This design comes from an exercise in tuning for small area, a short achievable clock period and few clock cycles per item on the open sky130 flow, not from production work. At most, simulation tests tie the RTL to the original design; equivalence was not proved.

==> 05-15 <==
// euler3
module euler3( input logic clk,
               input logic        reset,
               input logic        enable,
               input logic [63:0] max_value,
               output logic       results_valid,
               output logic [63:0] results
               );
export LEC_CHECK = 0
export ABC_CLOCK_PERIOD_IN_PS = 200000
export CAP_MARGIN = 20
export CORE_MARGIN = 2
export CORE_UTILIZATION = 40
export CTS_BUF_LIST = sky130_fd_sc_hd__clkbuf_16
export CTS_CLUSTER_DIAMETER = 80
export CTS_CLUSTER_SIZE = 20
export PLACE_DENSITY = 0.45
export SLEW_MARGIN = 20
export SYNTH_HIERARCHICAL = 1
export SYNTH_MEMORY_MAX_BITS = 65536
export SYNTH_MINIMUM_KEEP_SIZE = 0
create_clock -name core_clock -period 250.0 [get_ports {clk}]
standard.sh (not shown) runs the stock make flow with config.mk's settings and CLKGATE_MAP_FILE= SYNTH_SCRIPT=/design/flow/synth_recipe.tcl, a recipe that flattens the netlist after the stock synthesis.
==> flow/flow/run.sh <==
#!/bin/bash
# The standard layout (the standard.sh, unchanged synthesis and steps), with one
# difference: the port buffers that buffer_ports inserts are sky130_fd_sc_hd__buf_2
# cells instead of the delay buffers it picks by default.
set -euo pipefail
export BUFFER_PORTS_ARGS="-buffer_cell sky130_fd_sc_hd__buf_2"
bash standard.sh > standard.log 2>&1
==> 03-19: changes against 05-15 <==
--- a/flow/design.v
+++ b/flow/design.v
@@ -50,46 +50,45 @@
   e3_p14 p14(.mn13(mn[13]), .cn13(c[13]), .mn14(mn[14]), .y(rno[12]));
 endmodule
 module e3_or2(input a, input b, output y);
   assign y = a | b;
 endmodule
 module e3_rowt(input [12:0] rn, input dn, input yn0, input yn1,
-               input [12:0] x, input [14:0] x3, input [13:0] ytn,
-               output [14:0] rno, output dno, output [1:0] qn);
+               input [12:0] x, input [14:0] x3, input [12:0] ytn,
+               output [13:0] rno, output dno, output [1:0] qn);
   wire s1, s2, s3, cinn;
   e3_low lo(.rn0(rn[0]), .rn1(rn[1]), .dn(dn), .yn0(yn0), .yn1(yn1), .x1(x[1]),
             .s1(s1), .s2(s2), .s3(s3), .cinn(cinn), .dno(dno), .qn0(qn[0]), .qn1(qn[1]));
   wire [14:2] mn;
   genvar j;
   generate for (j = 2; j <= 12; j = j + 1) begin : sl
     e3_seln u(.s1(s1), .s2(s2), .s3(s3), .a(x[j]), .b(x[j-1]), .c(x3[j]), .yn(mn[j]));
   end endgenerate
   assign mn[13] = ~((s2 & x[12]) | (s3 & x3[13]));
   assign mn[14] = ~(s3 & x3[14]);
-  wire [15:2] sn;
+  wire [14:2] sn;
   wire [15:3] kn;
   generate for (j = 2; j <= 12; j = j + 1) begin : cs
     e3_fa u(.a(rn[j]), .b(mn[j]), .c(ytn[j-2]), .s(sn[j]), .co(kn[j+1]));
   end endgenerate
   e3_xnor2 s13(.a(mn[13]), .b(ytn[11]), .y(sn[13]));
   e3_or2   k14(.a(mn[13]), .b(ytn[11]), .y(kn[14]));
   e3_xnor2 s14(.a(mn[14]), .b(ytn[12]), .y(sn[14]));
   e3_or2   k15(.a(mn[14]), .b(ytn[12]), .y(kn[15]));
-  assign sn[15] = ytn[13];
-  wire [16:3] c;
+  wire [15:3] c;
   e3_xnor2 r2(.a(sn[2]), .b(cinn), .y(rno[0]));
   e3_or2   c3(.a(sn[2]), .b(cinn), .y(c[3]));
-  generate for (j = 3; j <= 15; j = j + 1) begin : ad
+  generate for (j = 3; j <= 14; j = j + 1) begin : ad
     e3_fa u(.a(sn[j]), .b(kn[j]), .c(c[j]), .s(rno[j-2]), .co(c[j+1]));
   end endgenerate
-  assign rno[14] = c[16];
+  e3_xnor2 r15(.a(kn[15]), .b(c[15]), .y(rno[13]));
 endmodule
-module e3_chain(input [12:0] x, input [25:0] ycn, input [13:0] ytn, input first,
+module e3_chain(input [12:0] x, input [25:0] ycn, input [12:0] ytn, input first,
                 input [12:0] srn, input sdn,
                 output [12:0] orn, output odn,
-                output [25:0] qn, output div, output k2);
+                output [25:0] qn, output div);
   wire [14:0] x3;
   wire [13:1] k;
   assign x3[0] = x[0];
   assign x3[1] = x[1] ^ x[0];
   assign k[2] = x[1] & x[0];
   genvar i;
@@ -103,20 +102,18 @@
   assign rn[0] = first ? ~x : srn;
   assign dn[0] = sdn | first;
   generate for (i = 0; i < 12; i = i + 1) begin : r
     e3_row u(.rn(rn[i]), .dn(dn[i]), .yn0(ycn[2*i]), .yn1(ycn[2*i+1]), .x(x), .x3(x3),
              .rno(rn[i+1]), .dno(dn[i+1]), .qn(qn[2*i+1:2*i]));
   end endgenerate
-  wire [14:0] rt;
+  wire [13:0] rt;
   e3_rowt ul(.rn(rn[12]), .dn(dn[12]), .yn0(ycn[24]), .yn1(ycn[25]), .x(x), .x3(x3), .ytn(ytn),
              .rno(rt), .dno(dn[13]), .qn(qn[25:24]));
   assign orn = rt[12:0];
   assign odn = dn[13];
-  wire k1 = rt[14] & rt[13] & (&(rt[12:1] ^ x[12:1])) & (rt[0] ^ odn);
-  assign k2 = rt[14] & (&(rt[13:2] ^ x[12:1])) & (rt[1] ^ odn) & ~(rt[0] ^ odn);
-  assign div = k1 | k2;
+  assign div = rt[13] & (&(rt[12:1] ^ x[12:1])) & (rt[0] ^ odn);
 endmodule
 module e3_rom(input [7:0] a, output reg [31:0] g);
   always @(*) begin
     case (a)
       8'd1: g = 32'h22101202;
       8'd2: g = 32'h32120120;
@@ -273,13 +270,12 @@
                output logic [63:0] results
                );
   localparam C = 8;
   reg [63:0] y;
   reg        done;
   reg [1:0]  p;         
-  reg        f0;        
   reg        dv;        
   reg [C-1:0] fr;       
   reg [1:0]  rl;        
   reg        wide;      
   reg [7:0] addr;
   reg [12:0] x0;        
@@ -301,44 +297,44 @@
   reg [12:0] srn7; reg sdn7;
   wire [32:0] wr = {srn2[6:0], srn1, srn0};   
   reg        wrun, wp2, winc;
   assign results = y;
   assign results_valid = done;
   reg idle;
-  wire n1 = ~(|y[63:40]) & (y[39:27] < x0);    
-  wire n2 = ({2'b0, y[63:53]} < x0);           
-  wire first = f0;
+  wire n1 = ~(|y[63:39]) & (y[38:26] < x0);
+  wire n2 = ({1'b0, y[63:52]} < x0);
+  wire first = (p == 2'd0);
   wire last = n1 ? (p == 2'd0) : n2 ? (p == 2'd1) : (p == 2'd2);
-  wire [13:0] yt = (last & ~dv) ? ((p == 2'd0) ? y[39:26] : (p == 2'd1) ? {2'b0, y[63:52]} : 14'd0) : 14'd0;
-  wire [13:0] ytn = ~yt;
+  wire [12:0] yt = (last & ~dv) ? ((p == 2'd0) ? y[38:26] : (p == 2'd1) ? {1'b0, y[63:52]} : 13'd0) : 13'd0;
+  wire [12:0] ytn = ~yt;
   wire [25:0] ycn = ~((p == 2'd0) ? y[25:0] : (p == 2'd1) ? y[51:26] : {14'b0, y[63:52]});
-  wire [C-1:0] div, k2;
+  wire [C-1:0] div;
   wire [12:0] orn0; wire odn0; wire [25:0] qn0;
   e3_chain ch0(.x(x0), .ycn(ycn), .ytn(ytn), .first(first), .srn(srn0), .sdn(sdn0),
-               .orn(orn0), .odn(odn0), .qn(qn0), .div(div[0]), .k2(k2[0]));
+               .orn(orn0), .odn(odn0), .qn(qn0), .div(div[0]));
   wire [12:0] orn1; wire odn1; wire [25:0] qn1;
   e3_chain ch1(.x(x1), .ycn(ycn), .ytn(ytn), .first(first), .srn(srn1), .sdn(sdn1),
-               .orn(orn1), .odn(odn1), .qn(qn1), .div(div[1]), .k2(k2[1]));
+               .orn(orn1), .odn(odn1), .qn(qn1), .div(div[1]));
   wire [12:0] orn2; wire odn2; wire [25:0] qn2;
   e3_chain ch2(.x(x2), .ycn(ycn), .ytn(ytn), .first(first), .srn(srn2), .sdn(sdn2),
-               .orn(orn2), .odn(odn2), .qn(qn2), .div(div[2]), .k2(k2[2]));
+               .orn(orn2), .odn(odn2), .qn(qn2), .div(div[2]));
   wire [12:0] orn3; wire odn3; wire [25:0] qn3;
   e3_chain ch3(.x(x3), .ycn(ycn), .ytn(ytn), .first(first), .srn(srn3), .sdn(sdn3),
-               .orn(orn3), .odn(odn3), .qn(qn3), .div(div[3]), .k2(k2[3]));
+               .orn(orn3), .odn(odn3), .qn(qn3), .div(div[3]));
   wire [12:0] orn4; wire odn4; wire [25:0] qn4;
   e3_chain ch4(.x(x4), .ycn(ycn), .ytn(ytn), .first(first), .srn(srn4), .sdn(sdn4),
-               .orn(orn4), .odn(odn4), .qn(qn4), .div(div[4]), .k2(k2[4]));
+               .orn(orn4), .odn(odn4), .qn(qn4), .div(div[4]));
   wire [12:0] orn5; wire odn5; wire [25:0] qn5;
   e3_chain ch5(.x(x5), .ycn(ycn), .ytn(ytn), .first(first), .srn(srn5), .sdn(sdn5),
-               .orn(orn5), .odn(odn5), .qn(qn5), .div(div[5]), .k2(k2[5]));
+               .orn(orn5), .odn(odn5), .qn(qn5), .div(div[5]));
   wire [12:0] orn6; wire odn6; wire [25:0] qn6;
   e3_chain ch6(.x(x6), .ycn(ycn), .ytn(ytn), .first(first), .srn(srn6), .sdn(sdn6),
-               .orn(orn6), .odn(odn6), .qn(qn6), .div(div[6]), .k2(k2[6]));
+               .orn(orn6), .odn(odn6), .qn(qn6), .div(div[6]));
   wire [12:0] orn7; wire odn7; wire [25:0] qn7;
   e3_chain ch7(.x(x7), .ycn(ycn), .ytn(ytn), .first(first), .srn(srn7), .sdn(sdn7),
-               .orn(orn7), .odn(odn7), .qn(qn7), .div(div[7]), .k2(k2[7]));
+               .orn(orn7), .odn(odn7), .qn(qn7), .div(div[7]));
   wire divany = |div;
   wire [C-1:0] fsel = div & ~(div - 1'b1);    
   wire [C-1:0] usel = dv ? fr : fsel;
   reg  [25:0] qn;              
   always @(*) begin
     qn = 0;
@@ -348,58 +344,20 @@
     if (usel[3]) qn = qn | qn3;
     if (usel[4]) qn = qn | qn4;
     if (usel[5]) qn = qn | qn5;
     if (usel[6]) qn = qn | qn6;
     if (usel[7]) qn = qn | qn7;
   end
-  wire qk2 = |(usel & k2);     
-  reg [4:0] lpf5;
-  always @(*) begin
-    case (y[4:0])
-      5'd0: lpf5 = 5'd0;
-      5'd1: lpf5 = 5'd1;
-      5'd2: lpf5 = 5'd2;
-      5'd3: lpf5 = 5'd3;
-      5'd4: lpf5 = 5'd2;
-      5'd5: lpf5 = 5'd5;
-      5'd6: lpf5 = 5'd3;
-      5'd7: lpf5 = 5'd7;
-      5'd8: lpf5 = 5'd2;
-      5'd9: lpf5 = 5'd3;
-      5'd10: lpf5 = 5'd5;
-      5'd11: lpf5 = 5'd11;
-      5'd12: lpf5 = 5'd3;
-      5'd13: lpf5 = 5'd13;
-      5'd14: lpf5 = 5'd7;
-      5'd15: lpf5 = 5'd5;
-      5'd16: lpf5 = 5'd2;
-      5'd17: lpf5 = 5'd17;
-      5'd18: lpf5 = 5'd3;
-      5'd19: lpf5 = 5'd19;
-      5'd20: lpf5 = 5'd5;
-      5'd21: lpf5 = 5'd7;
-      5'd22: lpf5 = 5'd11;
-      5'd23: lpf5 = 5'd23;
-      5'd24: lpf5 = 5'd3;
-      5'd25: lpf5 = 5'd5;
-      5'd26: lpf5 = 5'd13;
-      5'd27: lpf5 = 5'd3;
-      5'd28: lpf5 = 5'd7;
-      5'd29: lpf5 = 5'd29;
-      5'd30: lpf5 = 5'd5;
-      5'd31: lpf5 = 5'd31;
-    endcase
-  end
+  wire qone = (qn == 26'd1);
   wire [32:1] z;
   genvar g;
   generate for (g = 1; g <= 32; g = g + 1) begin : zz
     if (g == 32) begin : t assign z[g] = 1'b1; end
     else begin : n assign z[g] = z[g+1] & ~y[2*g+1] & ~y[2*g]; end
   end endgenerate
   wire yevbig = ~y[0] & (|y[63:2]);
-  wire ysmall = z[3] & ~y[5];           
   wire stop = ((|(x0[12:1] & z[12:1])) | (wide & (|({x2[6:0], x1} & z[32:13])))) & ~yevbig;
   wire [31:0] rg;
   e3_rom ur(.a(addr), .g(rg));
   wire [12:0] nx [0:7];
   e3_gadd ga0(.prev(x7), .g(rg[3:0]), .nxt(nx[0]));
   e3_gadd ga1(.prev(nx[0]), .g(rg[7:4]), .nxt(nx[1]));
@@ -425,13 +383,13 @@
   wire stop_adv = ~yevbig & (|(nx[0][12:1] & z[12:1]));
   wire [12:1] zq;
   generate for (g = 1; g <= 12; g = g + 1) begin : zqq
     if (g == 12) begin : t assign zq[g] = ~qn[25] & ~qn[24]; end
     else begin : n assign zq[g] = zq[g+1] & ~qn[2*g+1] & ~qn[2*g]; end
   end endgenerate
-  wire stop_div = (|(x0[12:1] & zq)) & ~qk2;
+  wire stop_div = |(x0[12:1] & zq);
   always @(posedge clk) begin
     idle <= reset | ~enable;
     if (!wide) srn0 <= orn0;
     sdn0 <= odn0;
     if (!wide) srn1 <= orn1;
     sdn1 <= odn1;
@@ -448,13 +406,12 @@
     srn7 <= orn7;
     sdn7 <= odn7;
     if (idle) begin
       y <= max_value;
       done <= 1'b0;
       p <= 2'd0;
-      f0 <= 1'b1;
       dv <= 1'b0;
       wide <= 1'b0;
       wrun <= 1'b0;
       wp2 <= 1'b0;
       winc <= 1'b0;
       addr <= 8'd1;
@@ -471,36 +428,33 @@
         if (dv) begin
           case (p)
             2'd0: y[25:0] <= qn;
             2'd1: y[51:26] <= qn;
             default: y[63:52] <= qn[11:0];
           endcase
-          if (p == rl) begin dv <= 1'b0; p <= 2'd0; f0 <= 1'b1; end
-          else begin p <= p + 2'd1; f0 <= 1'b0; end
-        end else if (first && (stop || (ysmall && addr == 8'd1))) begin
+          if (p == rl) begin dv <= 1'b0; p <= 2'd0; end
+          else p <= p + 2'd1;
+        end else if (first && stop) begin
           done <= 1'b1;
-          if (ysmall) y[4:0] <= lpf5;    
         end else if (!last) begin
           p <= p + 2'd1;
-          f0 <= 1'b0;
         end else begin
           p <= 2'd0;
-          f0 <= 1'b1;
           if (divany && yevbig) begin
             y <= {1'b0, y[63:1]};    
           end else if (divany) begin
             if (first) begin
-              begin
+              if (qone) done <= 1'b1;
+              else begin
                 y[25:0] <= qn;
-                y[26] <= qk2;
-                y[39:27] <= 0;
+                y[38:26] <= 0;
                 if (stop_div) done <= 1'b1;
               end
             end else begin
               case (p)
-                2'd1: begin y[51:26] <= qn; y[52] <= qk2; y[63:53] <= 0; end
+                2'd1: begin y[51:26] <= qn; y[63:52] <= 0; end
                 default: y[63:52] <= qn[11:0];
               endcase
               dv <= 1'b1;
               fr <= fsel;
               rl <= p - 2'd1;
             end
CAP_MARGIN = 10   (was 20)
SLEW_MARGIN = 10   (was 20)
==> 09-16: changes against 05-15 <==
--- a/flow/design.v
+++ b/flow/design.v
@@ -349,57 +349,22 @@
     if (usel[4]) qn = qn | qn4;
     if (usel[5]) qn = qn | qn5;
     if (usel[6]) qn = qn | qn6;
     if (usel[7]) qn = qn | qn7;
   end
   wire qk2 = |(usel & k2);     
-  reg [4:0] lpf5;
-  always @(*) begin
-    case (y[4:0])
-      5'd0: lpf5 = 5'd0;
-      5'd1: lpf5 = 5'd1;
-      5'd2: lpf5 = 5'd2;
-      5'd3: lpf5 = 5'd3;
-      5'd4: lpf5 = 5'd2;
-      5'd5: lpf5 = 5'd5;
-      5'd6: lpf5 = 5'd3;
-      5'd7: lpf5 = 5'd7;
-      5'd8: lpf5 = 5'd2;
-      5'd9: lpf5 = 5'd3;
-      5'd10: lpf5 = 5'd5;
-      5'd11: lpf5 = 5'd11;
-      5'd12: lpf5 = 5'd3;
-      5'd13: lpf5 = 5'd13;
-      5'd14: lpf5 = 5'd7;
-      5'd15: lpf5 = 5'd5;
-      5'd16: lpf5 = 5'd2;
-      5'd17: lpf5 = 5'd17;
-      5'd18: lpf5 = 5'd3;
-      5'd19: lpf5 = 5'd19;
-      5'd20: lpf5 = 5'd5;
-      5'd21: lpf5 = 5'd7;
-      5'd22: lpf5 = 5'd11;
-      5'd23: lpf5 = 5'd23;
-      5'd24: lpf5 = 5'd3;
-      5'd25: lpf5 = 5'd5;
-      5'd26: lpf5 = 5'd13;
-      5'd27: lpf5 = 5'd3;
-      5'd28: lpf5 = 5'd7;
-      5'd29: lpf5 = 5'd29;
-      5'd30: lpf5 = 5'd5;
-      5'd31: lpf5 = 5'd31;
-    endcase
-  end
   wire [32:1] z;
   genvar g;
   generate for (g = 1; g <= 32; g = g + 1) begin : zz
     if (g == 32) begin : t assign z[g] = 1'b1; end
     else begin : n assign z[g] = z[g+1] & ~y[2*g+1] & ~y[2*g]; end
   end endgenerate
   wire yevbig = ~y[0] & (|y[63:2]);
   wire ysmall = z[3] & ~y[5];           
+  wire [31:0] pm32 = 32'ha08a28ac;         
+  wire yprime32 = ysmall & pm32[y[4:0]];
   wire stop = ((|(x0[12:1] & z[12:1])) | (wide & (|({x2[6:0], x1} & z[32:13])))) & ~yevbig;
   wire [31:0] rg;
   e3_rom ur(.a(addr), .g(rg));
   wire [12:0] nx [0:7];
   e3_gadd ga0(.prev(x7), .g(rg[3:0]), .nxt(nx[0]));
   e3_gadd ga1(.prev(nx[0]), .g(rg[7:4]), .nxt(nx[1]));
@@ -473,15 +438,14 @@
             2'd0: y[25:0] <= qn;
             2'd1: y[51:26] <= qn;
             default: y[63:52] <= qn[11:0];
           endcase
           if (p == rl) begin dv <= 1'b0; p <= 2'd0; f0 <= 1'b1; end
           else begin p <= p + 2'd1; f0 <= 1'b0; end
-        end else if (first && (stop || (ysmall && addr == 8'd1))) begin
+        end else if (first && (stop || (yprime32 && addr == 8'd1))) begin
           done <= 1'b1;
-          if (ysmall) y[4:0] <= lpf5;    
         end else if (!last) begin
           p <= p + 2'd1;
           f0 <= 1'b0;
         end else begin
           p <= 2'd0;
           f0 <= 1'b1;
CORE_UTILIZATION = 55   (was 40)
PLACE_DENSITY = 0.6   (was 0.45)
==> comparison <==
- Clock-buffer cell count, lowest first: 09-16, 03-19, 05-15.
- Core utilization: 03-19 < 05-15 < 09-16.
- Against 03-19, the sequential share of layout area of 05-15 is lower by 0.11 points.
- Maximum frequency is about the same in 03-19 and 09-16.
- Global-route usage: 09-16 > 05-15 > 03-19.
==> figures <==
item                                                         05-15                    03-19                    09-16
Final clock skew                                         0.0407 ns                0.0692 ns                0.0482 ns
Global-route track usage on met1                             53.6%                    50.2%                    64.6%
Number of core rows                                            165                      163                      140
Simple-gate share of the synthesized area                    13.1%                    12.3%                    12.8%
NumNets Final                                                 9655                     9275                     9534
Status                                     complete, no violations  complete, no violations  complete, no violations
Setup Slack @ Placement                                  197.74 ns                198.91 ns                198.97 ns
Number of DRC markers in iteration 0                         17383                    16216                    19865
Reg-to-reg startpoint                                         p[1]                     p[0]                     p[0]
Grt met3 use                                                 10.5%                    9.11%                    22.4%
HPWL after detailed placement                            320000 um                304000 um                276000 um
Testbench counts of 03-19, summed over its fixed seeds: cycles 19,068, items 192.
Testbench counts of 09-16, summed over its fixed seeds: cycles 18,181, items 192.
No functional check of the RTL was part of 05-15.

static timing again, ports no longer ideal:
No port has a modelled driver above. Below, the same layouts with a new extraction and two added sets of constraints.
Step 1: set_driving_cell puts a clkbuf_16 on clk and a buf_2 on each other input, an assumption about the parent block.
Step 2 also shifts input and output timing later by t, the mid clock arrival at the registers, as if the neighbouring blocks saw the same clock.
a / b / c = ideal ports / drivers / drivers and shift; a / b = the first two.
| run | t (ns) | slack for setup (ns) | worst hold slack (ns) | worst slew at a driven data input, ns |
|---|---|---|---|---|
| 05-15 | 0.742 | 198.158 / 198.083 / 197.663 | 0.486 / 0.486 / 0.486 | 0.12 |
| 03-19 | 0.720 | 198.214 / 198.139 / 198.859 | 0.499 / 0.499 / 0.499 | 0.18 |
| 09-16 | 0.673 | 198.222 / 198.157 / 198.830 | 0.462 / 0.462 / 0.462 | 0.06 |
After both steps every run listed still meets setup and hold. For 05-15, which loses most, drivers alone change the setup slack by -0.075 ns; drivers and shift together by -0.495 ns.
